Background: an optimization exercise with open tools, aiming at small area. Do not read the settings as production practice.
The RTL was checked by simulation tests, not by an equivalence proof against the original design.
The clock port is modelled as an ideal driver, which makes a skipped or thinned clock tree look cheaper than it is; a real chip needs a root buffer or a tree.
Power figures rest on the tool's default switching activity, not on a simulated workload.

--- design.v ---
module clutchcamassy(clk, rst, clch_latch, power, cont_angle, clch_angle, rc1, rc2, rc3, rc4, rc5, rc6, rc7, rc8, rc9, rc12, rl1, rl2, rl3, rl10, sccb);
input wire clk;
input wire rst;
input wire clch_latch;
input wire power;
output wire signed [31:0] cont_angle;
output wire signed [31:0] clch_angle;
output wire rc1, rc2, rc3, rc4, rc5, rc6, rc7, rc8, rc9, rc12;
output wire rl1, rl2, rl3, rl10, sccb;
  wire _0189_;
  wire _0190_;
  wire _0191_;
  wire _0192_;
  wire _0193_;
  wire _0194_;
  wire _0195_;
  wire _0196_;
  wire _0197_;
  wire _0198_;
  wire _0199_;
  wire _0200_;
  wire _0201_;
  wire _0202_;
  wire _0203_;
  wire _0204_;
  wire _0205_;
  wire _0206_;
  wire _0207_;
  wire _0208_;
  wire _0209_;
  wire _0210_;
  wire _0211_;
  wire _0212_;
  wire _0213_;
  wire _0214_;
  wire _0215_;
  wire _0216_;
  wire _0217_;
  wire _0218_;
  wire _0219_;
  wire _0220_;
  wire _0221_;
  wire _0222_;
  wire _0223_;
  wire _0224_;
  wire _0225_;
  wire _0226_;
  wire _0227_;
  wire _0228_;
  wire _0229_;
  wire _0230_;
  wire _0231_;
  wire _0232_;
  wire _0233_;
  wire _0234_;
  wire _0235_;
  wire _0236_;
  wire _0237_;
  wire _0238_;
  wire _0239_;
  wire _0240_;
  wire _0241_;
  wire _0242_;
  wire _0243_;
  wire _0244_;
  wire _0245_;
  wire _0246_;
  wire _0247_;
  wire _0248_;
  wire _0249_;
  wire _0250_;
  wire _0251_;
  wire _0252_;
  wire _0253_;
  wire _0254_;
  wire _0255_;
  wire _0256_;
  wire _0257_;
  wire _0258_;
  wire _0259_;
  wire _0260_;
  wire _0261_;
  wire _0262_;
  wire _0263_;
  wire _0264_;
  wire _0265_;
  wire _0266_;
  wire _0267_;
  wire _0268_;
  wire _0269_;
  wire _0270_;
  wire _0271_;
  wire _0272_;
  wire _0273_;
  wire _0274_;
  wire _0275_;
  wire _0276_;
  wire _0277_;
  wire _0278_;
  wire _0279_;
  wire _0280_;
  wire _0281_;
  wire _0282_;
  wire _0283_;
  wire _0284_;
  wire _0285_;
  wire _0286_;
  wire _0287_;
  wire _0288_;
  wire _0289_;
  wire _0290_;
  wire _0291_;
  wire _0292_;
  wire _0293_;
  wire _0294_;
  wire _0295_;
  wire _0296_;
  wire _0297_;
  wire _0298_;
  wire _0299_;
  wire _0300_;
  wire _0301_;
  wire _0302_;
  wire _0303_;
  wire _0304_;
  wire _0305_;
  wire _0306_;
  wire _0307_;
  wire _0308_;
  wire _0309_;
  wire _0310_;
  wire _0311_;
  wire _0312_;
  wire _0313_;
  wire _0314_;
  wire _0315_;
  wire _0316_;
  wire _0317_;
  wire _0318_;
  wire _0319_;
  wire _0320_;
  wire _0321_;
  wire _0322_;
  wire _0323_;
  wire _0324_;
  wire _0325_;
  wire _0326_;
  wire _0327_;
  wire _0328_;
  wire _0329_;
  wire _0330_;
  wire _0331_;
  wire _0332_;
  wire _0333_;
  wire _0334_;
  wire _0335_;
  wire _0336_;
  wire _0337_;
  wire _0338_;
  wire _0339_;
  wire _0340_;
  wire _0341_;
  wire _0342_;
  wire _0343_;
  wire _0344_;
  wire _0345_;
  wire _0346_;
  wire _0347_;
  wire _0348_;
  wire _0349_;
  wire _0350_;
  wire _0351_;
  wire _0352_;
  wire _0353_;
  wire _0354_;
  wire _0355_;
  wire _0356_;
  wire _0357_;
  wire _0358_;
  wire _0359_;
  wire _0360_;
  wire _0361_;
  wire _0362_;
  wire _0363_;
  wire _0364_;
  wire _0365_;
  wire _0366_;
  wire _0367_;
  wire _0368_;
  wire _0369_;
  wire _0370_;
  wire _0371_;
  wire _0372_;
  wire _0373_;
  wire _0374_;
  wire _0375_;
  wire _0376_;
  wire _0377_;
  wire _0378_;
  wire _0379_;
  wire _0380_;
  wire _0381_;
  wire _0382_;
  wire _0383_;
  wire _0384_;
  wire _0385_;
  wire _0386_;
  wire _0387_;
  wire _0388_;
  wire _0389_;
  wire _0390_;
  wire _0391_;
  wire _0392_;
  wire _0393_;
  wire _0394_;
  wire _0395_;
  wire _0396_;
  wire _0397_;
  wire _0398_;
  wire _0399_;
  wire _0400_;
  wire _0401_;
  wire _0402_;
  wire _0403_;
  wire _0404_;
  wire _0405_;
  wire _0406_;
  wire _0407_;
  wire _0408_;
  wire _0409_;
  wire _0410_;
  wire _0411_;
  wire _0412_;
  wire _0413_;
  wire _0414_;
  wire _0415_;
  wire _0416_;
  wire _0417_;
  wire _0418_;
  wire _0419_;
  wire _0420_;
  wire _0421_;
  wire _0422_;
  wire _0423_;
  wire _0424_;
  wire _0425_;
  wire _0426_;
  wire _0427_;
  wire _0428_;
  wire _0429_;
  wire _0430_;
  wire _0431_;
  wire _0432_;
  wire _0433_;
  wire _0434_;
  wire _0435_;
  wire _0436_;
  wire _0437_;
  wire _0438_;
  wire _0439_;
  wire _0440_;
  wire _0441_;
  wire _0442_;
  wire _0443_;
  wire _0444_;
  wire _0445_;
  wire _0446_;
  wire _0447_;
  wire _0448_;
  wire _0449_;
  wire _0450_;
  wire _0451_;
  wire _0452_;
  wire _0453_;
  wire _0454_;
  wire _0455_;
  wire _0456_;
  wire _0457_;
  wire _0458_;
  wire _0459_;
  wire _0460_;
  wire _0461_;
  wire _0462_;
  wire _0463_;
  wire _0464_;
  wire _0465_;
  wire _0466_;
  wire _0467_;
  wire _0468_;
  wire _0469_;
  wire _0470_;
  wire _0471_;
  wire _0472_;
  wire _0473_;
  wire _0474_;
  wire _0475_;
  wire _0476_;
  wire _0477_;
  wire _0478_;
  wire _0479_;
  wire _0480_;
  wire _0481_;
  wire _0482_;
  wire _0483_;
  wire _0484_;
  wire _0485_;
  wire _0486_;
  wire _0487_;
  wire _0488_;
  wire _0489_;
  wire _0490_;
  wire _0491_;
  wire _0492_;
  wire _0493_;
  wire _0494_;
  wire _0495_;
  wire _0496_;
  wire _0497_;
  wire _0498_;
  wire _0499_;
  wire _0500_;
  wire _0501_;
  wire _0502_;
  wire _0503_;
  wire _0504_;
  wire _0505_;
  wire _0506_;
  wire _0507_;
  wire _0508_;
  wire _0509_;
  wire _0510_;
  wire _0511_;
  wire _0512_;
  wire _0513_;
  wire _0514_;
  wire _0515_;
  wire _0516_;
  wire _0517_;
  wire _0518_;
  wire _0519_;
  wire _0520_;
  wire _0521_;
  wire _0522_;
  wire _0523_;
  wire _0524_;
  wire _0525_;
  wire _0526_;
  wire _0527_;
  wire _0528_;
  wire _0529_;
  wire _0530_;
  wire _0531_;
  wire _0532_;
  wire _0533_;
  wire _0534_;
  wire _0535_;
  wire _0536_;
  wire _0537_;
  wire _0538_;
  wire _0539_;
  wire _0540_;
  wire _0541_;
  wire _0542_;
  wire _0543_;
  wire _0544_;
  wire _0545_;
  wire _0546_;
  wire _0547_;
  wire _0548_;
  wire _0549_;
  wire _0550_;
  wire _0551_;
  wire _0552_;
  wire _0553_;
  wire _0554_;
  wire _0555_;
  wire _0556_;
  wire _0557_;
  wire _0558_;
  wire _0559_;
  wire _0560_;
  wire _0561_;
  wire _0562_;
  wire _0563_;
  wire _0564_;
  wire _0565_;
  wire _0566_;
  wire _0567_;
  wire _0568_;
  wire _0569_;
  wire _0570_;
  wire _0571_;
  wire _0572_;
  wire _0573_;
  wire _0574_;
  wire _0575_;
  wire _0576_;
  wire _0577_;
  wire _0578_;
  wire _0579_;
  wire _0580_;
  wire _0581_;
  wire _0582_;
  wire _0583_;
  wire _0584_;
  wire _0585_;
  wire _0586_;
  wire _0587_;
  wire _0588_;
  wire _0589_;
  wire _0590_;
  wire _0591_;
  wire _0592_;
  wire _0593_;
  wire _0594_;
  wire _0595_;
  wire _0596_;
  wire _0597_;
  wire _0598_;
  wire _0599_;
  wire _0600_;
  wire _0601_;
  wire _0602_;
  wire _0603_;
  wire _0604_;
  wire _0605_;
  wire _0606_;
  wire _0607_;
  wire _0608_;
  wire _0609_;
  wire _0610_;
  wire _0611_;
  wire _0612_;
  wire _0613_;
  wire _0614_;
  wire _0615_;
  wire _0616_;
  wire _0617_;
  wire _0618_;
  wire _0619_;
  wire _0620_;
  wire _0621_;
  wire _0622_;
  wire _0623_;
  wire _0624_;
  wire _0625_;
  wire _0626_;
  wire _0627_;
  wire _0628_;
  wire _0629_;
  wire _0630_;
  wire _0631_;
  wire _0632_;
  wire _0633_;
  wire _0634_;
  wire _0635_;
  wire _0636_;
  wire _0637_;
  wire _0638_;
  wire _0639_;
  wire _0640_;
  wire _0641_;
  wire _0642_;
  wire _0643_;
  wire _0644_;
  wire _0645_;
  wire _0646_;
  wire _0647_;
  wire _0648_;
  wire _0649_;
  wire _0650_;
  wire _0651_;
  wire _0652_;
  wire _0653_;
  wire _0654_;
  wire _0655_;
  wire _0656_;
  wire _0657_;
  wire _0658_;
  wire _0659_;
  wire _0660_;
  wire _0661_;
  wire _0662_;
  wire _0663_;
  wire _0664_;
  wire _0665_;
  wire _0666_;
  wire _0667_;
  wire _0668_;
  wire _0669_;
  wire _0670_;
  wire _0671_;
  wire _0672_;
  wire _0673_;
  wire _0674_;
  wire _0675_;
  wire _0676_;
  wire _0677_;
  wire _0678_;
  wire _0679_;
  wire _0680_;
  wire _0681_;
  wire _0682_;
  wire _0683_;
  wire _0684_;
  wire _0685_;
  wire _0686_;
  wire _0687_;
  wire _0688_;
  wire _0689_;
  wire _0690_;
  wire _0691_;
  wire _0692_;
  wire _0693_;
  wire _0694_;
  wire _0695_;
  wire _0696_;
  wire _0697_;
  wire _0698_;
  wire _0699_;
  wire _0700_;
  wire _0701_;
  wire _0702_;
  wire _0703_;
  wire _0704_;
  wire _0705_;
  wire _0706_;
  wire _0707_;
  wire _0708_;
  wire _0709_;
  wire _0710_;
  wire _0711_;
  wire _0712_;
  wire _0713_;
  wire _0714_;
  wire _0715_;
  wire _0716_;
  wire _0717_;
  wire _0718_;
  wire _0719_;
  wire _0720_;
  wire _0721_;
  wire _0722_;
  wire _0723_;
  wire _0724_;
  wire _0725_;
  wire _0726_;
  wire _0727_;
  wire _0728_;
  wire _0729_;
  wire _0730_;
  wire _0731_;
  wire _0732_;
  wire _0733_;
  wire _0734_;
  wire _0735_;
  wire _0736_;
  wire _0737_;
  wire _0738_;
  wire _0739_;
  wire _0740_;
  wire _0741_;
  wire _0742_;
  wire _0743_;
  wire _0744_;
  wire _0745_;
  wire _0746_;
  wire _0747_;
  wire _0748_;
  wire _0749_;
  wire _0750_;
  wire _0751_;
  wire _0752_;
  wire _0753_;
  wire _0754_;
  wire _0755_;
  wire _0756_;
  wire _0757_;
  wire _0758_;
  wire _0759_;
  wire _0760_;
  wire _0761_;
  wire _0762_;
  wire _0763_;
  wire _0764_;
  wire _0765_;
  wire _0766_;
  wire _0767_;
  wire _0768_;
  wire _0769_;
  wire _0770_;
  wire _0771_;
  wire _0772_;
  wire _0773_;
  wire _0774_;
  wire _0775_;
  wire _0776_;
  wire _0777_;
  wire _0778_;
  wire _0779_;
  wire _0780_;
  wire _0781_;
  wire _0782_;
  wire _0783_;
  wire _0784_;
  wire _0785_;
  wire _0786_;
  wire _0787_;
  wire _0788_;
  wire _0789_;
  wire _0790_;
  wire _0791_;
  wire _0792_;
  wire _0793_;
  wire _0794_;
  wire _0795_;
  wire _0796_;
  wire _0797_;
  wire _0798_;
  wire _0145_;
  wire _0146_;
  wire _0164_;
  wire _0168_;
  wire _0170_;
  wire _0172_;
  wire _0175_;
  wire _0180_;
  wire _0184_;
  wire _0186_;
  wire _0188_;
  reg cont_angle_reg_0;
  reg cont_angle_reg_1;
  reg cont_angle_reg_2;
  reg cx_reg_3;
  reg cx_reg_4;
  reg cx_reg_5;
  reg cx_reg_6;
  reg cx_reg_7;
  reg cx_reg_8;
  reg [1:0] kq;
  always @(posedge clk)
    kq[1] <= _0180_;
  always @(posedge clk)
    kq[0] <= _0164_;
  always @(posedge clk)
    cx_reg_8 <= _0188_;
  always @(posedge clk)
    cx_reg_7 <= _0168_;
  always @(posedge clk)
    cx_reg_6 <= _0172_;
  always @(posedge clk)
    cx_reg_5 <= _0175_;
  always @(posedge clk)
    cx_reg_4 <= _0184_;
  always @(posedge clk)
    cx_reg_3 <= _0186_;
  always @(posedge clk)
    cont_angle_reg_2 <= _0170_;
  always @(posedge clk)
    cont_angle_reg_1 <= _0145_;
  always @(posedge clk)
    cont_angle_reg_0 <= _0146_;
  assign _0194_ = ~cx_reg_5;
  assign _0189_ = ~kq[0];
  assign _0294_ = _0291_ & _0292_;
  assign _0190_ = _0294_ | _0293_;
  assign _0291_ = ~kq[1];
  assign _0292_ = ~cx_reg_3;
  assign _0293_ = ~_0189_;
  assign _0191_ = ~_0190_;
  assign _0195_ = _0295_ & _0296_;
  assign _0295_ = ~cx_reg_4;
  assign _0296_ = ~_0191_;
  assign _0192_ = _0297_ & _0298_;
  assign _0297_ = ~_0189_;
  assign _0298_ = ~kq[1];
  assign _0302_ = _0299_ & _0300_;
  assign _0193_ = _0302_ & _0301_;
  assign _0299_ = ~cx_reg_4;
  assign _0300_ = ~_0191_;
  assign _0301_ = ~cx_reg_5;
  assign _0196_ = _0303_ & _0304_;
  assign _0303_ = ~_0192_;
  assign _0304_ = ~_0193_;
  assign _0308_ = _0305_ & _0306_;
  assign clch_angle[5] = _0308_ | _0307_;
  assign _0305_ = ~_0194_;
  assign _0306_ = ~_0195_;
  assign _0307_ = ~_0196_;
  assign _0213_ = ~cx_reg_7;
  assign _0210_ = ~rst;
  assign _0197_ = ~cx_reg_6;
  assign _0198_ = _0309_ & _0310_;
  assign _0309_ = ~_0194_;
  assign _0310_ = ~_0197_;
  assign _0202_ = ~_0198_;
  assign _0199_ = ~cont_angle_reg_2;
  assign _0200_ = _0311_ & _0312_;
  assign _0311_ = ~cont_angle_reg_0;
  assign _0312_ = ~cont_angle_reg_1;
  assign _0201_ = _0313_ & _0314_;
  assign _0313_ = ~_0199_;
  assign _0314_ = ~_0200_;
  assign _0203_ = _0315_ | _0316_;
  assign _0315_ = ~cx_reg_4;
  assign _0316_ = ~_0201_;
  assign _0208_ = _0317_ & _0318_;
  assign _0317_ = ~_0202_;
  assign _0318_ = ~_0203_;
  assign _0204_ = ~power;
  assign _0205_ = ~cont_angle_reg_0;
  assign _0206_ = _0319_ & _0320_;
  assign _0319_ = ~_0204_;
  assign _0320_ = ~_0205_;
  assign _0207_ = _0321_ | _0322_;
  assign _0321_ = ~cont_angle_reg_1;
  assign _0322_ = ~_0206_;
  assign _0209_ = ~_0207_;
  assign _0211_ = _0323_ | _0324_;
  assign _0323_ = ~_0208_;
  assign _0324_ = ~_0209_;
  assign _0214_ = _0325_ | _0326_;
  assign _0325_ = ~_0210_;
  assign _0326_ = ~_0211_;
  assign _0212_ = _0327_ & _0328_;
  assign _0327_ = ~cx_reg_7;
  assign _0328_ = ~_0211_;
  assign _0332_ = _0329_ | _0330_;
  assign _0215_ = _0332_ | _0331_;
  assign _0329_ = ~cx_reg_8;
  assign _0330_ = ~_0212_;
  assign _0331_ = ~_0210_;
  assign _0336_ = _0333_ & _0334_;
  assign _0168_ = _0336_ | _0335_;
  assign _0333_ = ~_0213_;
  assign _0334_ = ~_0214_;
  assign _0335_ = ~_0215_;
  assign _0216_ = _0337_ & _0338_;
  assign _0337_ = ~cont_angle_reg_1;
  assign _0338_ = ~_0206_;
  assign _0342_ = _0339_ & _0340_;
  assign _0145_ = _0342_ & _0341_;
  assign _0339_ = ~rst;
  assign _0340_ = ~_0216_;
  assign _0341_ = ~_0209_;
  assign _0355_ = _0343_ & _0344_;
  assign _0356_ = _0355_ & _0345_;
  assign _0357_ = _0346_ & _0347_;
  assign _0358_ = _0357_ & _0348_;
  assign _0359_ = _0349_ & _0350_;
  assign _0360_ = _0359_ & _0351_;
  assign _0361_ = _0352_ & _0353_;
  assign _0362_ = _0361_ & _0354_;
  assign _0363_ = _0356_ | _0358_;
  assign _0364_ = _0363_ | _0360_;
  assign _0170_ = _0364_ | _0362_;
  assign _0343_ = ~_0199_;
  assign _0344_ = ~cont_angle_reg_2;
  assign _0345_ = ~rst;
  assign _0346_ = ~_0199_;
  assign _0347_ = ~_0209_;
  assign _0348_ = ~rst;
  assign _0349_ = ~_0207_;
  assign _0350_ = ~cont_angle_reg_2;
  assign _0351_ = ~rst;
  assign _0352_ = ~_0207_;
  assign _0353_ = ~_0209_;
  assign _0354_ = ~rst;
  assign _0217_ = ~cx_reg_4;
  assign _0218_ = _0365_ & _0366_;
  assign _0365_ = ~_0195_;
  assign _0366_ = ~_0192_;
  assign _0370_ = _0367_ & _0368_;
  assign clch_angle[4] = _0370_ | _0369_;
  assign _0367_ = ~_0217_;
  assign _0368_ = ~_0190_;
  assign _0369_ = ~_0218_;
  assign _0374_ = _0371_ & _0372_;
  assign _0227_ = _0374_ & _0373_;
  assign _0371_ = ~cx_reg_3;
  assign _0372_ = ~cont_angle_reg_2;
  assign _0373_ = ~cx_reg_4;
  assign _0219_ = ~cont_angle_reg_1;
  assign _0379_ = _0375_ & _0376_;
  assign _0380_ = _0379_ & _0377_;
  assign _0220_ = _0380_ & _0378_;
  assign _0375_ = ~cx_reg_3;
  assign _0376_ = ~cont_angle_reg_2;
  assign _0377_ = ~cx_reg_4;
  assign _0378_ = ~cx_reg_5;
  assign _0228_ = _0381_ | _0382_;
  assign _0381_ = ~_0219_;
  assign _0382_ = ~_0220_;
  assign _0221_ = _0383_ & _0384_;
  assign _0383_ = ~_0205_;
  assign _0384_ = ~_0219_;
  assign _0222_ = _0385_ & _0386_;
  assign _0385_ = ~cont_angle_reg_2;
  assign _0386_ = ~_0221_;
  assign _0223_ = ~_0222_;
  assign _0391_ = _0387_ & _0388_;
  assign _0392_ = _0389_ & _0390_;
  assign _0225_ = _0391_ | _0392_;
  assign _0387_ = ~cx_reg_3;
  assign _0388_ = ~cx_reg_4;
  assign _0389_ = ~_0223_;
  assign _0390_ = ~cx_reg_4;
  assign _0224_ = _0393_ | _0394_;
  assign _0393_ = ~_0200_;
  assign _0394_ = ~_0220_;
  assign _0226_ = _0395_ | _0396_;
  assign _0395_ = ~cx_reg_6;
  assign _0396_ = ~_0224_;
  assign _0403_ = _0397_ & _0398_;
  assign _0404_ = _0399_ & _0400_;
  assign _0405_ = _0401_ & _0402_;
  assign _0406_ = _0403_ | _0404_;
  assign _0229_ = _0406_ | _0405_;
  assign _0397_ = ~_0194_;
  assign _0398_ = ~_0226_;
  assign _0399_ = ~cx_reg_7;
  assign _0400_ = ~_0226_;
  assign _0401_ = ~_0225_;
  assign _0402_ = ~_0226_;
  assign _0412_ = _0407_ & _0408_;
  assign _0413_ = _0409_ & _0410_;
  assign _0414_ = _0412_ | _0413_;
  assign rc2 = _0414_ | _0411_;
  assign _0407_ = ~cx_reg_8;
  assign _0408_ = ~_0228_;
  assign _0409_ = ~_0194_;
  assign _0410_ = ~_0227_;
  assign _0411_ = ~_0229_;
  assign _0230_ = ~_0192_;
  assign clch_angle[0] = _0415_ | _0416_;
  assign _0415_ = ~_0205_;
  assign _0416_ = ~_0230_;
  assign _0231_ = ~cx_reg_3;
  assign _0232_ = _0417_ & _0418_;
  assign _0417_ = ~_0231_;
  assign _0418_ = ~_0217_;
  assign _0238_ = ~_0232_;
  assign _0233_ = _0419_ & _0420_;
  assign _0419_ = ~cx_reg_5;
  assign _0420_ = ~cx_reg_6;
  assign _0234_ = ~_0233_;
  assign _0235_ = _0421_ & _0422_;
  assign _0421_ = ~cx_reg_4;
  assign _0422_ = ~_0234_;
  assign _0236_ = ~_0235_;
  assign _0237_ = _0423_ & _0424_;
  assign _0423_ = ~cx_reg_3;
  assign _0424_ = ~_0236_;
  assign _0428_ = _0425_ & _0426_;
  assign _0239_ = _0428_ | _0427_;
  assign _0425_ = ~_0219_;
  assign _0426_ = ~_0199_;
  assign _0427_ = ~_0237_;
  assign _0434_ = _0429_ & _0430_;
  assign _0435_ = _0434_ & _0431_;
  assign _0436_ = _0435_ | _0432_;
  assign rc12 = _0436_ | _0433_;
  assign _0429_ = ~_0222_;
  assign _0430_ = ~_0238_;
  assign _0431_ = ~_0197_;
  assign _0432_ = ~_0202_;
  assign _0433_ = ~_0239_;
  assign rc8 = _0437_ & _0438_;
  assign _0437_ = ~_0208_;
  assign _0438_ = ~_0233_;
  assign _0240_ = _0439_ | _0440_;
  assign _0439_ = ~cx_reg_3;
  assign _0440_ = ~cont_angle_reg_2;
  assign _0241_ = _0441_ & _0442_;
  assign _0441_ = ~_0207_;
  assign _0442_ = ~_0240_;
  assign _0242_ = _0443_ | _0444_;
  assign _0443_ = ~cx_reg_4;
  assign _0444_ = ~_0241_;
  assign _0450_ = _0445_ & _0446_;
  assign _0451_ = _0450_ & _0447_;
  assign _0452_ = _0448_ & _0449_;
  assign _0172_ = _0451_ | _0452_;
  assign _0445_ = ~_0194_;
  assign _0446_ = ~_0242_;
  assign _0447_ = ~rst;
  assign _0448_ = ~_0197_;
  assign _0449_ = ~_0214_;
  assign _0456_ = _0453_ & _0454_;
  assign _0243_ = _0456_ | _0455_;
  assign _0453_ = ~cx_reg_3;
  assign _0454_ = ~_0213_;
  assign _0455_ = ~cx_reg_8;
  assign _0244_ = _0457_ | _0458_;
  assign _0457_ = ~_0217_;
  assign _0458_ = ~_0243_;
  assign _0462_ = _0459_ & _0460_;
  assign cont_angle[4] = _0462_ | _0461_;
  assign _0459_ = ~_0217_;
  assign _0460_ = ~_0243_;
  assign _0461_ = ~_0244_;
  assign _0245_ = _0463_ & _0464_;
  assign _0463_ = ~cx_reg_4;
  assign _0464_ = ~_0241_;
  assign _0246_ = ~_0242_;
  assign _0468_ = _0465_ & _0466_;
  assign _0184_ = _0468_ & _0467_;
  assign _0465_ = ~_0214_;
  assign _0466_ = ~_0245_;
  assign _0467_ = ~_0246_;
  assign _0472_ = _0469_ & _0470_;
  assign _0247_ = _0472_ | _0471_;
  assign _0469_ = ~_0219_;
  assign _0470_ = ~_0199_;
  assign _0471_ = ~_0231_;
  assign _0478_ = _0473_ & _0474_;
  assign _0479_ = _0475_ & _0476_;
  assign _0480_ = _0478_ | _0479_;
  assign rc7 = _0480_ | _0477_;
  assign _0473_ = ~_0202_;
  assign _0474_ = ~_0225_;
  assign _0475_ = ~_0234_;
  assign _0476_ = ~_0247_;
  assign _0477_ = ~_0236_;
  assign rc4 = _0481_ | _0482_;
  assign _0481_ = ~_0238_;
  assign _0482_ = ~rc7;
  assign _0486_ = _0483_ | _0484_;
  assign _0248_ = _0486_ | _0485_;
  assign _0483_ = ~_0231_;
  assign _0484_ = ~_0197_;
  assign _0485_ = ~_0217_;
  assign _0249_ = _0487_ & _0488_;
  assign _0487_ = ~_0223_;
  assign _0488_ = ~_0248_;
  assign _0492_ = _0489_ & _0490_;
  assign _0250_ = _0492_ & _0491_;
  assign _0489_ = ~kq[1];
  assign _0490_ = ~_0249_;
  assign _0491_ = ~_0233_;
  assign _0496_ = _0493_ & _0494_;
  assign _0252_ = _0496_ | _0495_;
  assign _0493_ = ~kq[0];
  assign _0494_ = ~_0250_;
  assign _0495_ = ~_0230_;
  assign _0251_ = ~_0221_;
  assign _0503_ = _0497_ & _0498_;
  assign _0504_ = _0499_ & _0500_;
  assign _0505_ = _0501_ & _0502_;
  assign _0506_ = _0503_ | _0504_;
  assign _0253_ = _0506_ | _0505_;
  assign _0497_ = ~kq[0];
  assign _0498_ = ~_0226_;
  assign _0499_ = ~_0251_;
  assign _0500_ = ~_0226_;
  assign _0501_ = ~_0220_;
  assign _0502_ = ~_0226_;
  assign _0254_ = _0507_ & _0508_;
  assign _0507_ = ~cx_reg_6;
  assign _0508_ = ~_0228_;
  assign _0512_ = _0509_ & _0510_;
  assign rl1 = _0512_ & _0511_;
  assign _0509_ = ~_0252_;
  assign _0510_ = ~_0253_;
  assign _0511_ = ~_0254_;
  assign _0517_ = _0513_ & _0514_;
  assign _0518_ = _0515_ & _0516_;
  assign _0255_ = _0517_ | _0518_;
  assign _0513_ = ~cont_angle_reg_2;
  assign _0514_ = ~cx_reg_3;
  assign _0515_ = ~_0209_;
  assign _0516_ = ~cx_reg_3;
  assign _0522_ = _0519_ & _0520_;
  assign _0186_ = _0522_ & _0521_;
  assign _0519_ = ~_0214_;
  assign _0520_ = ~_0255_;
  assign _0521_ = ~_0241_;
  assign _0523_ = cx_reg_8 & _0211_;
  assign _0524_ = _0523_ | rst;
  assign _0188_ = _0524_ | _0212_;
  assign _0537_ = _0525_ & _0526_;
  assign _0538_ = _0537_ & _0527_;
  assign _0539_ = _0528_ & _0529_;
  assign _0540_ = _0539_ & _0530_;
  assign _0541_ = _0531_ & _0532_;
  assign _0542_ = _0541_ & _0533_;
  assign _0543_ = _0534_ & _0535_;
  assign _0544_ = _0543_ & _0536_;
  assign _0545_ = _0538_ | _0540_;
  assign _0546_ = _0545_ | _0542_;
  assign _0175_ = _0546_ | _0544_;
  assign _0525_ = ~cx_reg_5;
  assign _0526_ = ~_0194_;
  assign _0527_ = ~_0214_;
  assign _0528_ = ~cx_reg_5;
  assign _0529_ = ~_0242_;
  assign _0530_ = ~_0214_;
  assign _0531_ = ~_0246_;
  assign _0532_ = ~_0194_;
  assign _0533_ = ~_0214_;
  assign _0534_ = ~_0246_;
  assign _0535_ = ~_0242_;
  assign _0536_ = ~_0214_;
  assign _0551_ = _0547_ & _0548_;
  assign _0552_ = _0549_ & _0550_;
  assign cont_angle[7] = _0551_ | _0552_;
  assign _0547_ = ~cx_reg_8;
  assign _0548_ = ~_0236_;
  assign _0549_ = ~_0213_;
  assign _0550_ = ~_0237_;
  assign _0256_ = _0553_ & _0554_;
  assign _0553_ = ~cx_reg_5;
  assign _0554_ = ~_0244_;
  assign _0257_ = _0555_ | _0556_;
  assign _0555_ = ~_0235_;
  assign _0556_ = ~_0243_;
  assign _0560_ = _0557_ & _0558_;
  assign cont_angle[6] = _0560_ | _0559_;
  assign _0557_ = ~_0197_;
  assign _0558_ = ~_0256_;
  assign _0559_ = ~_0257_;
  assign _0258_ = _0561_ & _0562_;
  assign _0561_ = ~cx_reg_4;
  assign _0562_ = ~_0247_;
  assign _0566_ = _0563_ & _0564_;
  assign _0259_ = _0566_ | _0565_;
  assign _0563_ = ~_0202_;
  assign _0564_ = ~_0258_;
  assign _0565_ = ~_0234_;
  assign rc6 = ~_0259_;
  assign _0570_ = _0567_ & _0568_;
  assign _0260_ = _0570_ | _0569_;
  assign _0567_ = ~cont_angle_reg_0;
  assign _0568_ = ~cont_angle_reg_1;
  assign _0569_ = ~_0232_;
  assign _0575_ = _0571_ & _0572_;
  assign _0576_ = _0573_ & _0574_;
  assign _0261_ = _0575_ | _0576_;
  assign _0571_ = ~_0194_;
  assign _0572_ = ~_0197_;
  assign _0573_ = ~_0260_;
  assign _0574_ = ~_0197_;
  assign _0581_ = _0577_ & _0578_;
  assign _0582_ = _0579_ & _0580_;
  assign rc1 = _0581_ | _0582_;
  assign _0577_ = ~_0237_;
  assign _0578_ = ~_0261_;
  assign _0579_ = ~cont_angle_reg_2;
  assign _0580_ = ~_0238_;
  assign _0262_ = _0583_ & _0584_;
  assign _0583_ = ~cx_reg_3;
  assign _0584_ = ~_0211_;
  assign _0264_ = _0585_ & _0586_;
  assign _0585_ = ~kq[0];
  assign _0586_ = ~_0262_;
  assign _0263_ = ~kq[1];
  assign _0590_ = _0587_ & _0588_;
  assign _0265_ = _0590_ & _0589_;
  assign _0587_ = ~_0263_;
  assign _0588_ = ~cx_reg_3;
  assign _0589_ = ~_0211_;
  assign _0594_ = _0591_ & _0592_;
  assign _0164_ = _0594_ | _0593_;
  assign _0591_ = ~_0264_;
  assign _0592_ = ~_0265_;
  assign _0593_ = ~_0210_;
  assign _0599_ = _0595_ & _0596_;
  assign _0600_ = _0597_ & _0598_;
  assign rl10 = _0599_ | _0600_;
  assign _0595_ = ~kq[1];
  assign _0596_ = ~_0189_;
  assign _0597_ = ~_0259_;
  assign _0598_ = ~_0189_;
  assign clch_angle[2] = _0601_ & _0602_;
  assign _0601_ = ~_0199_;
  assign _0602_ = ~_0192_;
  assign _0611_ = _0603_ & _0604_;
  assign _0612_ = _0605_ & _0606_;
  assign _0613_ = _0607_ & _0608_;
  assign _0614_ = _0609_ & _0610_;
  assign _0615_ = _0611_ | _0612_;
  assign _0616_ = _0615_ | _0613_;
  assign clch_angle[3] = _0616_ | _0614_;
  assign _0603_ = ~kq[1];
  assign _0604_ = ~_0263_;
  assign _0605_ = ~kq[1];
  assign _0606_ = ~_0191_;
  assign _0607_ = ~_0231_;
  assign _0608_ = ~_0263_;
  assign _0609_ = ~_0231_;
  assign _0610_ = ~_0191_;
  assign _0621_ = _0617_ & _0618_;
  assign _0622_ = _0619_ & _0620_;
  assign _0266_ = _0621_ | _0622_;
  assign _0617_ = ~cx_reg_3;
  assign _0618_ = ~_0244_;
  assign _0619_ = ~cx_reg_7;
  assign _0620_ = ~_0244_;
  assign _0627_ = _0623_ & _0624_;
  assign _0628_ = _0625_ & _0626_;
  assign cont_angle[5] = _0627_ | _0628_;
  assign _0623_ = ~_0194_;
  assign _0624_ = ~_0266_;
  assign _0625_ = ~cx_reg_5;
  assign _0626_ = ~_0244_;
  assign _0267_ = _0629_ & _0630_;
  assign _0629_ = ~_0197_;
  assign _0630_ = ~_0193_;
  assign _0635_ = _0631_ & _0632_;
  assign _0636_ = _0633_ & _0634_;
  assign _0268_ = _0635_ | _0636_;
  assign _0631_ = ~_0190_;
  assign _0632_ = ~_0267_;
  assign _0633_ = ~_0235_;
  assign _0634_ = ~_0267_;
  assign clch_angle[6] = _0637_ & _0638_;
  assign _0637_ = ~_0192_;
  assign _0638_ = ~_0268_;
  assign _0270_ = _0639_ & _0640_;
  assign _0639_ = ~_0213_;
  assign _0640_ = ~cx_reg_8;
  assign _0644_ = _0641_ | _0642_;
  assign _0271_ = _0644_ | _0643_;
  assign _0641_ = ~cx_reg_3;
  assign _0642_ = ~cx_reg_6;
  assign _0643_ = ~_0199_;
  assign _0645_ = _0194_ & _0238_;
  assign _0269_ = _0645_ & _0203_;
  assign _0649_ = _0646_ & _0647_;
  assign _0272_ = _0649_ | _0648_;
  assign _0646_ = ~_0197_;
  assign _0647_ = ~_0269_;
  assign _0648_ = ~kq[0];
  assign _0654_ = _0650_ & _0651_;
  assign _0655_ = _0654_ & _0652_;
  assign _0273_ = _0655_ & _0653_;
  assign _0650_ = ~_0251_;
  assign _0651_ = ~_0270_;
  assign _0652_ = ~_0271_;
  assign _0653_ = ~_0272_;
  assign _0274_ = _0656_ & _0273_;
  assign _0656_ = ~clch_latch;
  assign _0660_ = _0657_ & _0658_;
  assign _0275_ = _0660_ & _0659_;
  assign _0657_ = ~kq[1];
  assign _0658_ = ~_0262_;
  assign _0659_ = ~_0273_;
  assign _0669_ = _0661_ & _0662_;
  assign _0670_ = _0669_ & _0663_;
  assign _0671_ = _0670_ & _0664_;
  assign _0672_ = _0665_ & _0666_;
  assign _0673_ = _0672_ & _0667_;
  assign _0674_ = _0673_ & _0668_;
  assign _0180_ = _0671_ | _0674_;
  assign _0661_ = ~clch_angle[4];
  assign _0662_ = ~rst;
  assign _0663_ = ~_0274_;
  assign _0664_ = ~_0275_;
  assign _0665_ = ~_0262_;
  assign _0666_ = ~rst;
  assign _0667_ = ~_0274_;
  assign _0668_ = ~_0275_;
  assign cont_angle[8] = _0675_ & _0676_;
  assign _0675_ = ~cx_reg_8;
  assign _0676_ = ~_0235_;
  assign _0681_ = _0677_ & _0678_;
  assign _0682_ = _0679_ & _0680_;
  assign cont_angle[3] = _0681_ | _0682_;
  assign _0677_ = ~_0231_;
  assign _0678_ = ~cx_reg_7;
  assign _0679_ = ~cx_reg_3;
  assign _0680_ = ~_0213_;
  assign _0689_ = _0683_ & _0684_;
  assign _0690_ = _0685_ & _0686_;
  assign _0691_ = _0687_ & _0688_;
  assign _0692_ = _0689_ | _0690_;
  assign rc3 = _0692_ | _0691_;
  assign _0683_ = ~_0223_;
  assign _0684_ = ~rc6;
  assign _0685_ = ~_0232_;
  assign _0686_ = ~rc6;
  assign _0687_ = ~_0202_;
  assign _0688_ = ~rc6;
  assign _0276_ = _0693_ & _0694_;
  assign _0693_ = ~_0251_;
  assign _0694_ = ~_0240_;
  assign _0698_ = _0695_ & _0696_;
  assign _0277_ = _0698_ | _0697_;
  assign _0695_ = ~cx_reg_4;
  assign _0696_ = ~_0276_;
  assign _0697_ = ~cx_reg_8;
  assign _0702_ = _0699_ | _0700_;
  assign _0278_ = _0702_ | _0701_;
  assign _0699_ = ~_0260_;
  assign _0700_ = ~rc3;
  assign _0701_ = ~_0277_;
  assign rc9 = _0703_ | _0704_;
  assign _0703_ = ~_0226_;
  assign _0704_ = ~_0278_;
  assign _0709_ = _0705_ & _0706_;
  assign _0710_ = _0707_ & _0708_;
  assign clch_angle[8] = _0709_ | _0710_;
  assign _0705_ = ~kq[1];
  assign _0706_ = ~_0189_;
  assign _0707_ = ~_0235_;
  assign _0708_ = ~_0189_;
  assign _0279_ = _0201_ | _0248_;
  assign _0717_ = _0711_ & _0712_;
  assign _0718_ = _0713_ & _0714_;
  assign _0719_ = _0715_ & _0716_;
  assign _0720_ = _0717_ | _0718_;
  assign rl3 = _0720_ | _0719_;
  assign _0711_ = ~kq[1];
  assign _0712_ = ~_0252_;
  assign _0713_ = ~_0234_;
  assign _0714_ = ~_0252_;
  assign _0715_ = ~_0279_;
  assign _0716_ = ~_0252_;
  assign _0280_ = _0721_ & _0722_;
  assign _0721_ = ~kq[1];
  assign _0722_ = ~_0237_;
  assign _0281_ = _0723_ & _0724_;
  assign _0723_ = ~kq[0];
  assign _0724_ = ~_0280_;
  assign clch_angle[7] = _0725_ & _0726_;
  assign _0725_ = ~clch_angle[8];
  assign _0726_ = ~_0281_;
  assign clch_angle[1] = _0727_ | _0728_;
  assign _0727_ = ~_0219_;
  assign _0728_ = ~_0230_;
  assign rc5 = _0729_ & _0730_;
  assign _0729_ = ~cx_reg_8;
  assign _0730_ = ~_0259_;
  assign _0735_ = _0731_ & _0732_;
  assign _0736_ = _0733_ & _0734_;
  assign _0282_ = _0735_ | _0736_;
  assign _0731_ = ~cx_reg_5;
  assign _0732_ = ~_0199_;
  assign _0733_ = ~_0194_;
  assign _0734_ = ~cont_angle_reg_2;
  assign _0737_ = cx_reg_3 & _0263_;
  assign _0738_ = _0737_ & _0271_;
  assign _0739_ = cx_reg_6 & _0263_;
  assign _0740_ = _0739_ & _0271_;
  assign _0741_ = _0282_ & _0263_;
  assign _0742_ = _0741_ & _0271_;
  assign _0743_ = _0738_ | _0740_;
  assign _0288_ = _0743_ | _0742_;
  assign _0750_ = _0744_ & _0745_;
  assign _0751_ = _0746_ & _0747_;
  assign _0752_ = _0748_ & _0749_;
  assign _0753_ = _0750_ | _0751_;
  assign _0283_ = _0753_ | _0752_;
  assign _0744_ = ~cx_reg_3;
  assign _0745_ = ~_0263_;
  assign _0746_ = ~cont_angle_reg_2;
  assign _0747_ = ~_0263_;
  assign _0748_ = ~_0233_;
  assign _0749_ = ~_0263_;
  assign _0285_ = _0754_ & _0755_;
  assign _0754_ = ~_0219_;
  assign _0755_ = ~_0283_;
  assign _0284_ = _0756_ | _0757_;
  assign _0756_ = ~_0234_;
  assign _0757_ = ~_0282_;
  assign _0762_ = _0758_ & _0759_;
  assign _0763_ = _0762_ & _0760_;
  assign _0286_ = _0763_ & _0761_;
  assign _0758_ = ~cx_reg_3;
  assign _0759_ = ~cont_angle_reg_1;
  assign _0760_ = ~_0198_;
  assign _0761_ = ~_0284_;
  assign _0767_ = _0764_ & _0765_;
  assign _0289_ = _0767_ & _0766_;
  assign _0764_ = ~_0217_;
  assign _0765_ = ~_0285_;
  assign _0766_ = ~_0286_;
  assign _0773_ = _0768_ & _0769_;
  assign _0774_ = _0773_ & _0770_;
  assign _0775_ = _0771_ & _0772_;
  assign _0287_ = _0774_ | _0775_;
  assign _0768_ = ~cx_reg_3;
  assign _0769_ = ~_0219_;
  assign _0770_ = ~_0197_;
  assign _0771_ = ~cont_angle_reg_1;
  assign _0772_ = ~_0283_;
  assign _0780_ = _0776_ & _0777_;
  assign _0781_ = _0778_ & _0779_;
  assign _0290_ = _0780_ | _0781_;
  assign _0776_ = ~_0284_;
  assign _0777_ = ~cx_reg_4;
  assign _0778_ = ~_0287_;
  assign _0779_ = ~cx_reg_4;
  assign _0786_ = _0782_ & _0783_;
  assign _0787_ = _0786_ & _0784_;
  assign sccb = _0787_ & _0785_;
  assign _0782_ = ~kq[0];
  assign _0783_ = ~_0288_;
  assign _0784_ = ~_0289_;
  assign _0785_ = ~_0290_;
  assign _0794_ = _0788_ & _0789_;
  assign _0795_ = _0794_ & _0790_;
  assign _0796_ = _0791_ & _0792_;
  assign _0797_ = _0796_ & _0793_;
  assign _0146_ = _0795_ | _0797_;
  assign _0788_ = ~_0204_;
  assign _0789_ = ~rst;
  assign _0790_ = ~_0206_;
  assign _0791_ = ~_0205_;
  assign _0792_ = ~rst;
  assign _0793_ = ~_0206_;
  assign rl2 = _0798_ & _0272_;
  assign _0798_ = ~_0250_;
  assign clch_angle[31:9] = 23'h000000;
  assign { cont_angle[31:9], cont_angle[2:0] } = { 23'h000000, cont_angle_reg_2, cont_angle_reg_1, cont_angle_reg_0 };
endmodule
--- flow/run.sh ---
#!/bin/bash
# Own layout flow: the standard flow, with four changes that cut cell area.
#  1. After the standard synthesis, the combinational cells between the flip-flops are re-mapped
#     by Yosys/ABC for area (flow/reopt.tcl tries flow/remap_*.abc and keeps the smallest).
#     Every flip-flop keeps its cell and its name.
#  2. Port buffers are buf_1 (BUFFER_PORTS_ARGS), not the larger cell buffer_ports picks itself.
#  3. The constant-0 outputs share one tie cell (SKIP_REPAIR_TIE_FANOUT) instead of one each.
#  4. Clock tree: clkbuf_2 buffers only, without sink clustering or dummy loads (CTS_ARGS).
# Each tool's full output goes to a log file in this folder.
set -euo pipefail
here=$(pwd)
res=$here/orfs/results/$FLOW_PLATFORM/clutchcamassy/base
YOSYS=${YOSYS_EXE:-$FLOW_HOME/../tools/install/yosys/bin/yosys}
[[ -x $YOSYS ]] || YOSYS=yosys

bash standard.sh synth > log_1_synth.txt 2>&1

cp $res/1_2_yosys.v $here/standard_synth.v
REOPT_IN=$here/standard_synth.v REOPT_OUT=$here/reopt.v REOPT_DIR=$here/flow \
  $YOSYS -c $here/flow/reopt.tcl > log_2_reopt.txt 2>&1
cp $here/reopt.v $res/1_2_yosys.v
touch $res/1_2_yosys.v
rm -f $res/1_synth.odb $res/1_synth.sdc

export SKIP_REPAIR_TIE_FANOUT=1
export BUFFER_PORTS_ARGS="-buffer_cell sky130_fd_sc_hd__buf_1"
export CTS_ARGS="-repair_clock_nets -buf_list sky130_fd_sc_hd__clkbuf_2 -dont_use_dummy_load"
bash standard.sh > log_3_layout.txt 2>&1
--- flow/remap_1.abc ---
strash
dch -f
amap
topo
--- flow/remap_2.abc ---
strash
dch -f
amap
strash
dch -f
amap
topo
--- flow/remap_3.abc ---
strash
dch -f
amap
strash
dch -f
amap
strash
dch -f
amap
topo
--- flow/remap_4.abc ---
strash
dch -f
amap
strash
dch -f
amap
strash
dch -f
amap
strash
dch -f
amap
topo
--- flow/remap_5.abc ---
strash
dch -f
amap
strash
dch -f
amap
strash
dch -f
amap
strash
dch -f
amap
strash
dch -f
amap
topo
--- flow/remap_6.abc ---
strash
dch -f
amap
strash
dch -f
amap
strash
dch -f
amap
strash
dch -f
amap
strash
dch -f
amap
strash
dch -f
amap
topo
--- flow/reopt.tcl ---
# Re-map the combinational cells of the standard synthesis netlist for area. Every flip-flop
# instance is kept as it is (same cell, same name); only the logic between them is re-mapped.
# Several ABC scripts (flow/remap_*.abc) are tried and the smallest result is kept.
yosys -import
set lib $::env(FLOW_HOME)/platforms/sky130hd/lib/sky130_fd_sc_hd__tt_025C_1v80.lib
set in $::env(REOPT_IN)
set out $::env(REOPT_OUT)
set top $::env(FLOW_TOP)
read_liberty -ignore_miss_func $lib
read_verilog $in
hierarchy -top $top
setattr -mod -set keep_hierarchy 1 sky130_fd_sc_hd__df* sky130_fd_sc_hd__edf* sky130_fd_sc_hd__sdf*
flatten
opt_clean -purge
# keep the nets into the flip-flops' pins, so ABC treats them as outputs of the logic
yosys cd $top
setattr -set keep 1 t:sky130_fd_sc_hd__df* %x:+\[D\] t:sky130_fd_sc_hd__df* %d
yosys cd
design -save base

# the platform's don't-use cells (DONT_USE_CELLS in its config.mk) must not be mapped to
set dont_use {}
set f [open $::env(FLOW_HOME)/platforms/sky130hd/config.mk r]
set cfg [read $f]
close $f
if {[regexp {DONT_USE_CELLS \+= \\(.*?)\n\s*\n} $cfg -> block]} {
  foreach c [regexp -all -inline {sky130_fd_sc_hd__\w+} $block] { lappend dont_use -dont_use $c }
}
if {[llength $dont_use] < 20} { error "could not read the platform's don't-use cells" }
puts "REOPT dont_use: [expr {[llength $dont_use] / 2}] cells"

proc area_of {lib top} {
  set s [tee -q -s result.string stat -liberty $lib $top]
  if {[regexp {Chip area for module '\\[^']+': ([0-9.]+)} $s -> a]} { return $a }
  return 1e9
}

set best 1e9
set best_script ""
foreach script [lsort [glob $::env(REOPT_DIR)/remap_*.abc]] {
  design -load base
  abc -liberty $lib {*}$dont_use -script $script $top
  opt_clean -purge
  set a [area_of $lib $top]
  puts "REOPT [file tail $script]: $a"
  if {$a < $best} {
    set best $a
    set best_script $script
    design -save best
  }
}
puts "REOPT best: [file tail $best_script] $best"
design -load best
hilomap -singleton -hicell sky130_fd_sc_hd__conb_1 HI -locell sky130_fd_sc_hd__conb_1 LO
splitnets
opt_clean -purge
insbuf -buf sky130_fd_sc_hd__buf_4 A X
yosys rename -hide w:*.*
opt_clean -purge
tee -o reopt_stat.txt stat -liberty $lib
read_liberty -lib -overwrite $lib
check -assert
select $top
write_verilog -noattr -nohex -nodec -selected $out
--- standard.sh ---
#!/bin/bash
# synth_recipe.tcl (not shown) runs the flow's synth.tcl, then flattens the netlist and writes it again
# the make line also repeats each setting of config.mk as NAME=value (left out here)
make -C /OpenROAD-flow-scripts/flow DESIGN_CONFIG=/design/flow/config.mk WORK_HOME=/design/flow/orfs CLKGATE_MAP_FILE= SYNTH_SCRIPT=/design/flow/synth_recipe.tcl "${@:-finish}"
--- config.mk ---
export PLATFORM = sky130hd
export DESIGN_NAME = clutchcamassy
export DESIGN_NICKNAME = clutchcamassy
export VERILOG_FILES = /design/flow/design.v
export SDC_FILE = /design/flow/constraint.sdc
export NUM_CORES = 4
export LEC_CHECK = 0
export ABC_AREA = 1
export CAP_MARGIN = 20
export CORE_MARGIN = 2
export CORE_UTILIZATION = 40
export SLEW_MARGIN = 20
--- constraint.sdc ---
create_clock -name core_clock -period 35.0 [get_ports {clk}]
set_input_delay 7.0000 -clock core_clock [delete_from_list [all_inputs] [get_ports {clk}]]
set_output_delay 7.0000 -clock core_clock [all_outputs]
set_load 0.01 [all_outputs]
==> results of run 1 <==
[how the worst max path moves through the flow]
stage | startpoint | end | slack, ns | cells after the start
floorplan | cont_angle_reg_2 | sccb | 26.38 | 6
global placement | cont_angle_reg_1 | rl3 | 25.86 | 7
detailed placement | cont_angle_reg_1 | rl3 | 25.94 | 7
CTS | cont_angle_reg_1 | rl3 | 25.63 | 7
global route | cont_angle_reg_1 | rl3 | 25.43 | 7
finish | cont_angle_reg_1 | rl3 | 25.56 | 7
[flip-flops by register name (all words and copies together) (netlist names)]
register,cells
cont_angle_reg_0,1
cont_angle_reg_1,1
cont_angle_reg_2,1
cx_reg_3,1
cx_reg_4,1
cx_reg_5,1
cx_reg_6,1
cx_reg_7,1
cx_reg_8,1
kq,2
[metal layers]
layer	global-route usage (%)	vias to the layer above	part of all wire, %
li1	-	617	-
met1	26.9	561	46
met2	27.0	54	45
met3	1.95	4	7.8
met4	7.30	0	1.0
met5	0	-	0
[per-stage QoR]
step	power, mW	setup WS, ns	hold slack [ns]	utilization, %	std cells
finish	0.0234	25.56	0.569	35.7	221
global route	0.0247	25.43	0.637	35.7	221
CTS	0.0235	25.63	0.574	35.7	221
detailed placement	0.0173	25.94	0.558	35.2	218
global placement	0.0173	25.86	0.571	35.2	218
floorplan	0.0205	26.38	0.495	-	197
[worst min-delay path, stage by stage (launching register included)]
cell and delay [ns]:
dfxtp_1 0.37, clkinv_1 0.10, a211oi_1 0.07
[power groups by stage]
stage | Clock [mW] | Combinational [mW] | Sequential (mW)
after floorplan | 0 | 0.00727 | 0.0132
after global placement | 0 | 0.00388 | 0.0134
after detailed placement | 0 | 0.00389 | 0.0134
after CTS | 0.00654 | 0.00390 | 0.0131
after global routing | 0.00713 | 0.00438 | 0.0132
final | 0.00638 | 0.00392 | 0.0131
[cell type report]
class | instances | area (µm²)
flip-flops and latches | 11 | 220
clock buffers | 3 | 15.0
inverters | 18 | 67.6
repair buffers | 36 | 135
multi-input cells | 120 | 592
well taps | 33 | 41.3
fillers | 368 | 1930
==> flow_summary.json, run 1 <==
{
  "num_io_pins": 83,
  "post_drt_wl_per_cell_um": 14.2,
  "ant_nets": 0,
  "drc": 0,
  "p_clk_share_pct": 27.3,
  "vias_per_cell": 5.59,
  "rows": 20,
  "power_switching_mw": 0.00784,
  "core_area_um2": 3000,
  "die_x_um": 59.7,
  "cpMostUsedCell": "nor2_1",
  "fin_area_um2": 1070,
  "post_cts_buffers": 0,
  "grt.overflow.total": 0,
  "switching_share_pct": 33.5,
  "slew_headroom_pct": 65.0,
  "grt_pass1_vias": 1053,
  "power_frac_seq_pct": 56.0,
  "dpl.hpwl_um": 2420,
  "syn_area_um2": 1240,
  "final_max_slew_viol_count": 0,
  "port_buffers": 36,
  "syn_inst": 197,
  "status": "timing/DRC/antenna clean",
  "cts_hold_buf": 0,
  "power_frac_comb_pct": 16.8,
  "syn_nets": 201,
  "cpPeakStageDelay_ns": 0.55,
  "skew_ns": 0.00424,
  "crit_chain": "clkinv_1 -> nor2_1 -> nor2_1 -> a311oi_1 -> o21ai_0 -> a31oi_1 -> buf_1",
  "worstPathArrival_ns": 2.44,
  "worstHoldPathType": "reg2reg",
  "placed_area_um2": 1060,
  "min_period_ns": 9.44,
  "crit_type": "reg2out",
  "r2r-start": "cx_reg_4",
  "antenna_found_initial": 0,
  "clk_latency_ns": 0.25,
  "layout_common_cells": "36 x buf_1, 34 x nor2_1, 19 x o21ai_0, 18 x clkinv_1, 17 x nand2_1",
  "diodes": 0,
  "tns_ns": 0,
  "ctsResizeCount": 0,
  "mostFrequentLayoutCell": "buf_1",
  "grt_first_pass_wirelength_um": 5020,
  "cts-root-buf": "clkbuf_2",
  "power_density_nw_per_um2": 21.9,
  "htree_levels": 1,
  "drv_cap": 0,
  "first_iter_violations": 79,
  "cts_tree": "yes",
  "clockBufferDepth": 2,
  "start_util_pct": 41.3,
  "rr_worst_depth": 7,
  "grt_max_degree": 47,
  "internal-power_mw": 0.0156,
  "via_count": 1236,
  "required_ns": 28.00,
  "cp-start-kind": "flop",
  "grt_usage_pct": 18.3,
  "timing.rr.end": "kq[1]",
  "num-nets-final": 194,
  "fin_crit_sh_pct": 27.0,
  "path_max_fanout": 10,
  "die_h_um": 59.7,
  "clkTransAtPathRegs_ns": 0.10,
  "gp_congestion": 0.999,
  "dr.pass1.iters": 4,
  "peakVddDrop_uv": 11.6,
  "max_freq_mhz": 106,
  "wl_um": 3140,
  "tightest_slew_ns": 0.524,
  "hold_start": "cont_angle_reg_0",
  "cts_inserted_buffers": 3,
  "critPathSlowestCell": "dfxtp_1",
  "hold_end": "cont_angle_reg_0",
  "finalSetupViolCount": 0,
  "hold_viol": 0,
  "clock_sinks": 11,
  "whs_path_depth": 2,
  "ys_warn_count": 1,
  "cp-end-kind": "output pin",
  "dieArea_um2": 3560,
  "rsz0062_at_grt": "no",
  "critPathBufInv": 2,
  "drive_gt1_share_pct": 1.60,
  "rrSetupSlack_ns": 33.00,
  "p_leak_nw": 0.345,
  "syn_area_per_cell_um2": 6.29,
  "crit_family": "compound AO/OA/AOI/OAI gates",
  "syn2layout_area_growth_pct": -13.6
}
==> inputs of run 2 (changes only) <==
--- a/flow/run.sh
+++ b/flow/run.sh
@@ -25,4 +25,6 @@
 export SKIP_REPAIR_TIE_FANOUT=1
 export BUFFER_PORTS_ARGS="-buffer_cell sky130_fd_sc_hd__buf_1"
 export CTS_ARGS="-repair_clock_nets -buf_list sky130_fd_sc_hd__clkbuf_2 -dont_use_dummy_load"
+export POST_CTS_TCL=$here/flow/post_cts.tcl
+export POST_CTS_ROOT_BUF=sky130_fd_sc_hd__clkbuf_4
 bash standard.sh > log_3_layout.txt 2>&1
==> flow/post_cts.tcl (new file) <==
# After CTS: the tree for this small design is a root buffer feeding two leaf buffers. Replace it
# with one buffer that drives every flip-flop clock pin directly (all sinks see the same single
# buffer stage, so no register's clock is moved relative to another).
set block [ord::get_db_block]
set clk_port_net [[$block findBTerm clk] getNet]
set root ""
foreach it [$clk_port_net getITerms] {
  if {[$it isInputSignal]} { set root [$it getInst] }
}
if {$root eq ""} { error "no clock root buffer" }
set root_net [[$root findITerm X] getNet]
set leaves {}
foreach it [$root_net getITerms] {
  set inst [$it getInst]
  if {$inst == $root} { continue }
  if {[string match "sky130_fd_sc_hd__clkbuf*" [[$inst getMaster] getName]]} { lappend leaves $inst }
}
puts "POST_CTS: root [$root getName], [llength $leaves] leaf buffers"
foreach leaf $leaves {
  set leaf_net [[$leaf findITerm X] getNet]
  set sinks {}
  foreach it [$leaf_net getITerms] {
    if {[$it getInst] != $leaf} { lappend sinks $it }
  }
  foreach it $sinks {
    $it disconnect
    $it connect $root_net
  }
  [$leaf findITerm A] disconnect
  [$leaf findITerm X] disconnect
  odb::dbInst_destroy $leaf
  odb::dbNet_destroy $leaf_net
}
set m [[ord::get_db] findMaster $::env(POST_CTS_ROOT_BUF)]
$root swapMaster $m
puts "POST_CTS: root is now [[$root getMaster] getName], driving [llength [$root_net getITerms]] pins"
detailed_placement
check_placement -verbose
estimate_parasitics -placement
report_clock_skew
==> flow_summary.json, run 2 <==
{
  "skew_ns": 0.00116,
  "worstPathArrival_ns": 2.28,
  "grt_max_degree": 47,
  "drv_cap": 0,
  "start_util_pct": 41.3,
  "critPathSlowestCell": "dfxtp_1",
  "ys_warn_count": 1,
  "drc": 0,
  "port_buffers": 36,
  "wl_um": 3080,
  "timing.rr.end": "kq[1]",
  "syn_area_um2": 1240,
  "rr_worst_depth": 7,
  "clock_sinks": 11,
  "crit_type": "reg2out",
  "grt.overflow.total": 0,
  "status": "timing/DRC/antenna clean",
  "syn2layout_area_growth_pct": -14.2,
  "worstSetupStartpoint": "cont_angle_reg_1",
  "drive_gt1_share_pct": 0.538,
  "num_io_pins": 83,
  "top_register": "kq",
  "diodes": 0,
  "rrSetupSlack_ns": 33.04,
  "final_max_slew_viol_count": 0,
  "ant_nets": 0,
  "gp_congestion": 0.999,
  "hold_start": "cont_angle_reg_0",
  "fillCellCount": 365,
  "num-nets-final": 192,
  "largest_reg_flops": 2,
  "grt_first_pass_wirelength_um": 4950,
  "r2r-start": "cx_reg_4",
  "rsz0062_at_grt": "no",
  "max_freq_mhz": 108,
  "syn_nets": 201,
  "grt_usage_pct": 18.6,
  "tightest_slew_ns": 0.518,
  "p_leak_nw": 0.337,
  "via_count": 1209,
  "dieArea_um2": 3560,
  "power_mw": 0.0214,
  "fin_crit_sh_pct": 26.5,
  "tns_ns": 0,
  "layout_common_cells": "36 x buf_1, 34 x nor2_1, 19 x o21ai_0, 18 x clkinv_1, 17 x nand2_1",
  "hold_end": "cont_angle_reg_0",
  "clk_latency_ns": 0.17,
  "min_period_ns": 9.28,
  "finalSetupViolCount": 0,
  "power_density_nw_per_um2": 20.1,
  "syn_area_per_cell_um2": 6.29,
  "dpl.hpwl_um": 2420,
  "antenna_found_initial": 0,
  "post_drt_wl_per_cell_um": 14.1,
  "dr.pass1.iters": 4,
  "cpMostUsedCell": "nor2_1",
  "worstHoldPathType": "reg2reg",
  "setup_ws_ns": 25.72,
  "path_max_fanout": 10,
  "hold_viol": 0,
  "vias_per_cell": 5.52,
  "rows": 20,
  "pre_cts_ws_ns": 25.94,
  "crit_chain": "clkinv_1 -> nor2_1 -> nor2_1 -> a311oi_1 -> o21ai_0 -> a31oi_1 -> buf_1",
  "required_ns": 28.00,
  "die_h_um": 59.7,
  "whs_path_depth": 2,
  "clkTransAtPathRegs_ns": 0.11,
  "cp-start-kind": "flop",
  "grt_pass1_vias": 1027,
  "slew_headroom_pct": 65.4,
  "first_iter_violations": 100,
  "core_area_um2": 3000,
  "syn_inst": 197,
  "mostFrequentLayoutCell": "buf_1",
  "cp-end-kind": "output pin",
  "peakVddDrop_uv": 15.1,
  "die_x_um": 59.7,
  "cpPeakStageDelay_ns": 0.53
}
==> run 2: final cells by class <==
| class | instances | area (µm²) | area share, % |
|---|---|---|---|
| clock buffer | 1 | 7.51 | 0.706 |
| inverter | 18 | 67.6 | 6.35 |
| timing repair buffer | 36 | 135 | 12.7 |
| tap | 33 | 41.3 | 3.88 |
| sequential | 11 | 220 | 20.7 |
| multi-input combinational | 120 | 592 | 55.6 |
==> run 2: how the worst max path moves through the flow <==
stage,end,slack [ns],cells past startpoint
2_1_floorplan,sccb,26.38,6
3_3_place_gp,rl3,25.86,7
3_5_place_dp,rl3,25.94,7
5_1_grt,rl3,25.53,7
6_report,rl3,25.72,7
==> run 2: critical path: cells and delay by family, from the launching register on <==
kind / cells / cell delay (ns)
compound gates: 3 / 0.77
simple gates: 2 / 0.38
flops: 1 / 0.53
buf+inv: 2 / 0.43
==> run 2: where the power goes <==
part	leakage, nW	switching [mW]	total (mW)	internal, mW
Sequential	0.0891	0.000385	0.0131	0.0127
Clock	0.00460	0.00301	0.00438	0.00137
Combinational	0.244	0.00339	0.00392	0.000536
==> run 2: layer usage <==
layer | routed length [µm] | track usage, %
met5 | 0 | 0
met4 | 21 | 3.49
met3 | 233 | 1.95
met2 | 1400 | 28.6
met1 | 1430 | 28.1
==> run 2: stage by stage <==
step                std cells  util, %  instance area [µm²]  hold slack (ns)
global placement          218     35.2                 1060            0.571
floorplan                 197        -                 1240            0.495
detailed placement        218     35.2                 1060            0.558
global route              219     35.4                 1060            0.639
finish                    219     35.4                 1060            0.573
==> inputs of run 3 (changes only) <==
--- a/flow/run.sh
+++ b/flow/run.sh
@@ -5,7 +5,8 @@
 #     Every flip-flop keeps its cell and its name.
 #  2. Port buffers are buf_1 (BUFFER_PORTS_ARGS), not the larger cell buffer_ports picks itself.
 #  3. The constant-0 outputs share one tie cell (SKIP_REPAIR_TIE_FANOUT) instead of one each.
-#  4. Clock tree: clkbuf_2 buffers only, without sink clustering or dummy loads (CTS_ARGS).
+#  4. Clock tree: CTS builds a root and two leaf buffers (CTS_ARGS); flow/post_cts.tcl
+#     (POST_CTS_TCL) then makes it one clkbuf_4 that drives all eleven flip-flops directly.
 # Each tool's full output goes to a log file in this folder.
 set -euo pipefail
 here=$(pwd)
==> flow_summary.json, run 3 <==
{
  "required_ns": 28.00,
  "clock_sinks": 11,
  "max_freq_mhz": 108,
  "drv_cap": 0,
  "rr_worst_depth": 7,
  "ant_nets": 0,
  "placed_area_um2": 1060,
  "first_iter_violations": 100,
  "mostFrequentLayoutCell": "buf_1",
  "cp-start-kind": "flop",
  "tightest_slew_ns": 0.518,
  "fin_crit_sh_pct": 26.5,
  "syn_area_per_cell_um2": 6.29,
  "finalSetupViolCount": 0,
  "num_io_pins": 83,
  "fin_area_um2": 1060,
  "drive_gt1_share_pct": 0.538,
  "syn_area_um2": 1240,
  "grt_usage_pct": 18.6,
  "die_h_um": 59.7,
  "post_drt_wl_per_cell_um": 14.1,
  "whs_path_depth": 2,
  "dieArea_um2": 3560,
  "grt_first_pass_wirelength_um": 4950,
  "status": "timing/DRC/antenna clean",
  "rows": 20,
  "core_area_um2": 3000,
  "syn_nets": 201,
  "largest_reg_flops": 2,
  "worstPathArrival_ns": 2.28,
  "final_max_slew_viol_count": 0,
  "timing.rr.end": "kq[1]",
  "rrSetupSlack_ns": 33.04,
  "clkTransAtPathRegs_ns": 0.11,
  "dr.pass1.iters": 4,
  "grt.overflow.total": 0,
  "wl_um": 3080,
  "top_register": "kq",
  "worstSetupStartpoint": "cont_angle_reg_1",
  "num-nets-final": 192,
  "cp-end-kind": "output pin",
  "p_leak_nw": 0.337,
  "crit_type": "reg2out",
  "port_buffers": 36,
  "syn_inst": 197,
  "antenna_found_initial": 0,
  "grt_pass1_vias": 1027,
  "slew_headroom_pct": 65.4,
  "grt_max_degree": 47,
  "drc": 0,
  "path_max_fanout": 10,
  "skew_ns": 0.00116,
  "dpl.hpwl_um": 2420,
  "hold_end": "cont_angle_reg_0",
  "diodes": 0,
  "via_count": 1209,
  "power_density_nw_per_um2": 20.1,
  "min_period_ns": 9.28,
  "peakVddDrop_uv": 15.1,
  "die_x_um": 59.7,
  "hold_viol": 0,
  "r2r-start": "cx_reg_4",
  "worstHoldPathType": "reg2reg",
  "layout_common_cells": "36 x buf_1, 34 x nor2_1, 19 x o21ai_0, 18 x clkinv_1, 17 x nand2_1",
  "start_util_pct": 41.3,
  "syn2layout_area_growth_pct": -14.2,
  "tns_ns": 0,
  "gp_congestion": 0.999,
  "vias_per_cell": 5.52,
  "ys_warn_count": 1,
  "clk_latency_ns": 0.17,
  "rsz0062_at_grt": "no",
  "hold_start": "cont_angle_reg_0",
  "power_mw": 0.0214
}
==> run 3: layout make-up <==
class | count | area, µm²
inverters | 18 | 67.6
repair buffers | 36 | 135
flip-flops and latches | 11 | 220
fillers | 365 | 1940
multi-input cells | 120 | 592
well taps | 33 | 41.3
clock buffers | 1 | 7.51
==> run 3: per-layer routing <==
layer | global-route usage (%) | vias to the layer above | share of wire, %
li1 | - | 608 | -
met1 | 28.1 | 550 | 46
met2 | 28.6 | 49 | 45
met3 | 1.95 | 2 | 7.6
met4 | 3.49 | 0 | 0.68
met5 | 0 | - | 0
==> run 3: worst max path at each step <==
stage	end	slack, ns
final	rl3	25.72
after global placement	rl3	25.86
after detailed placement	rl3	25.94
after floorplan	sccb	26.38
after global routing	rl3	25.53
==> run 3: power breakdown <==
group	switching, mW	internal, mW
sequential	0.000385	0.0127
clock	0.00301	0.00137
combinational	0.00339	0.000536
total	0.00678	0.0146
==> run 3: through the flow <==
step           hold slack (ns)  cells  utilization (%)  setup slack (ns)
2_1_floorplan            0.495    197                -             26.38
3_3_place_gp             0.571    218             35.2             25.86
3_5_place_dp             0.558    218             35.2             25.94
5_1_grt                  0.639    219             35.4             25.53
6_report                 0.573    219             35.4             25.72
==> run 3: worst max-delay path, cell delays in order (launching register included) <==
cell and delay, ns:
dfxtp_1 0.53, clkinv_1 0.26, nor2_1 0.26, nor2_1 0.12
a311oi_1 0.41, o21ai_0 0.18, a31oi_1 0.18, buf_1 0.17

separate check: timing with driven ports:
Ports are ideal in the flow. The routed layouts listed here were re-timed in OpenROAD. Step 1, drivers: a clkbuf_16 drives clk and a buf_2 each remaining input, both assumed. Step 2 times the ports against the registers' clock, not the clock port: input delays grow and output delays shrink by t, the midpoint of the rising clock arrivals with the driver on. Three values: no drivers, after step 1, after step 2; two values: the first two.
run | shift t [ns] | setup WS [ns] | latest minus earliest clock arrival (ns)
run 1 | 0.271 | 25.555 / 25.537 / 25.808 | 0.004 / 0.004
run 2 | 0.182 | 25.719 / 25.702 / 25.885 | 0.001 / 0.001
run 3 | 0.182 | 25.719 / 25.702 / 25.885 | 0.001 / 0.001
After both steps setup and hold are still met in every run listed.
